From an optimization exercise on the open Yosys and OpenROAD flow, aimed at small area, a short achievable clock period and few clock cycles; shortcuts taken in it are not production practice. In this exercise RTL edits were held to simulation tests only and were not proved equivalent to the original. Power and IR drop assume default switching activity.

Setup of before:
==> flow/design.v (excerpt) <==
module DataPath(input clk, input rst,
 output [31:0] imem_addr, input [31:0] imem_rdata,
 output [31:0] dmem_addr, output [31:0] dmem_wdata, output [3:0] dmem_wstrb,
 input [31:0] dmem_rdata,
 output halted);
reg [31:2] fa;       
reg dv;              
wire [31:2] pcd = fa - 30'd1;
reg ev;              
reg [31:2] pce;      
reg [31:0] ra;       
reg [31:0] rb;       
reg [4:0] rd;
reg [31:0] imm;      
reg [2:0] f3;
reg e_lui, e_auipc, e_jal, e_jalr, e_br, e_ld, e_st, e_wr, e_halt, e_sub, e_arith;
reg e_o1, e_o2;      
reg e_jd;            
reg m_ld, w_ld;      
reg m_wr, w_wr;      
reg [4:0] m_rd, w_rd;
reg [2:0] m_f3;
reg [1:0] m_a;
reg [3:0] w_b0, w_sg;   
reg w_s1l1, w_s1l3, w_s1x, w_s2w, w_s2x;
reg [31:2] ma;       
reg [31:0] wd;       
reg [3:0] ws;        
reg halt_r;
assign imem_addr = {fa, 2'b00};
assign dmem_addr = {ma, m_a};
assign dmem_wdata = wd;
assign dmem_wstrb = ws;
assign halted = halt_r;
wire [31:0] x = imem_rdata;
wire [4:0] xo = x[6:2];
wire x_lui   = ~xo[4] &  xo[3] &  xo[2] &  xo[0];
wire x_auipc = ~xo[4] & ~xo[3] &  xo[2] &  xo[0];
wire x_op    = ~xo[4] &  xo[3] &  xo[2] & ~xo[0];
wire x_opimm = ~xo[4] & ~xo[3] &  xo[2] & ~xo[0];
wire x_load  = ~xo[4] & ~xo[3] & ~xo[2] & ~xo[0];
wire x_store = ~xo[4] &  xo[3] & ~xo[2];
wire x_br    =  xo[4] & ~xo[2] & ~xo[0];
wire x_jalr  =  xo[4] & ~xo[2] & ~xo[1] & xo[0];
wire x_jal   =  xo[4] &  xo[1];
wire x_sys   =  xo[4] &  xo[2];
wire x_u1 = x_load | x_store | x_opimm | x_op | x_br | x_jalr;
wire x_u2 = x_br | x_store | x_op;
wire [2:0] x_f3 = x[14:12];
wire [4:0] x_rs1 = x[19:15];
wire [4:0] x_rs2 = x[24:20];
wire fU = x_lui | x_auipc;
wire fJ = x_jal;
  ...
Size: about 5700 cells after synthesis, roughly 1300 flip-flops, about 0.067 mm^2 of cells after synthesis.
clock: 20.0 ns
lec_check: 0
cap_margin: 20
core_margin: 2
core_utilization: 40
place_density: 0.6
slew_margin: 20
standard.sh (not shown) runs the stock make flow with config.mk's settings and CLKGATE_MAP_FILE= SYNTH_SCRIPT=/design/flow/synth_recipe.tcl, a recipe that flattens the netlist after the stock synthesis.
==> flow/flow/run.sh <==
#!/bin/bash
# Own layout flow: the standard ORFS layout (standard.sh) on the design's
# clock and constraints, with these changes to how the layout is made:
# - the port buffers are buf_4 (by default buffer_ports picked a slow delay
#   buffer), and sizing may change a cell's footprint.
# make's full output goes to make_finish.log here; ORFS's per-step logs are
# under orfs/logs.
set -euo pipefail
bash standard.sh SETUP_SLACK_MARGIN=15 TNS_END_PERCENT=5 SKIP_GATE_CLONING=1 \
  "BUFFER_PORTS_ARGS=-buffer_cell sky130_fd_sc_hd__buf_4" MATCH_CELL_FOOTPRINT=0 \
  finish > make_finish.log 2>&1
Testbench counts of before, summed over its fixed seeds: cycles 15,183.
#### Input delta (after over before)
diff --git a/flow/flow/run.sh b/flow/flow/run.sh
--- a/flow/flow/run.sh
+++ b/flow/flow/run.sh
@@ -5,0 +6 @@
+# - clock tree sinks are clustered 20 to a buffer (fewer clock buffers).
@@ -9 +10 @@
-bash standard.sh SETUP_SLACK_MARGIN=15 TNS_END_PERCENT=5 SKIP_GATE_CLONING=1 \
+bash standard.sh SETUP_SLACK_MARGIN=15 TNS_END_PERCENT=0 SKIP_GATE_CLONING=1 \
@@ -10,0 +12 @@
+  CTS_CLUSTER_SIZE=20 CTS_CLUSTER_DIAMETER=60 \
==> notes.md <==
- after ran to completion and came out clean on the timing, design-rule and antenna checks.
- In the flow results for before and after, the fmax is larger on before.
- Going from before to after, total via count in the routed design saw a decrease, wire length saw a decrease, detailed-router iteration count before antenna repair saw an increase.
- The higher worst-case setup margin in the final layout came out of before.
- The sequential group share of total power number comes out higher for after vs before.
- Cmp after vs before: share of total power in combinational logic higher in after
- Taking before as the reference, in after number of clock buffers in the layout fell by 66, antenna diode instance count fell by 18.

-- re-timing with driven ports --
The results above use ideal ports. As a check the final layouts listed here were re-extracted and re-timed, cells and wires unchanged.
Step 1 sets driving cells, clkbuf_16 on the clock port and buf_2 on the other inputs (assumed; they add their load-dependent delay and slew).
Step 2 times the ports against the registers' clock, not the clock port: input delays grow and output delays shrink by t, the midpoint of the rising clock arrivals with the driver on.
a / b / c = ideal ports / drivers / drivers and shift; a / b = the first two.
| run | t (ns) | setup slack, ns | clock arrival spread, ns | worst data-port slew with drivers (ns) |
|---|---|---|---|---|
| before | 0.893 | 14.123 / 14.145 / 13.252 | 0.082 / 0.082 | 0.19 |
| after | 0.852 | 14.062 / 14.121 / 13.270 | 0.103 / 0.103 | 0.16 |
After both steps every run listed still meets setup and hold. The setup slack of before, which loses most, moves by +0.022 ns with the drivers and by -0.871 ns with both steps.
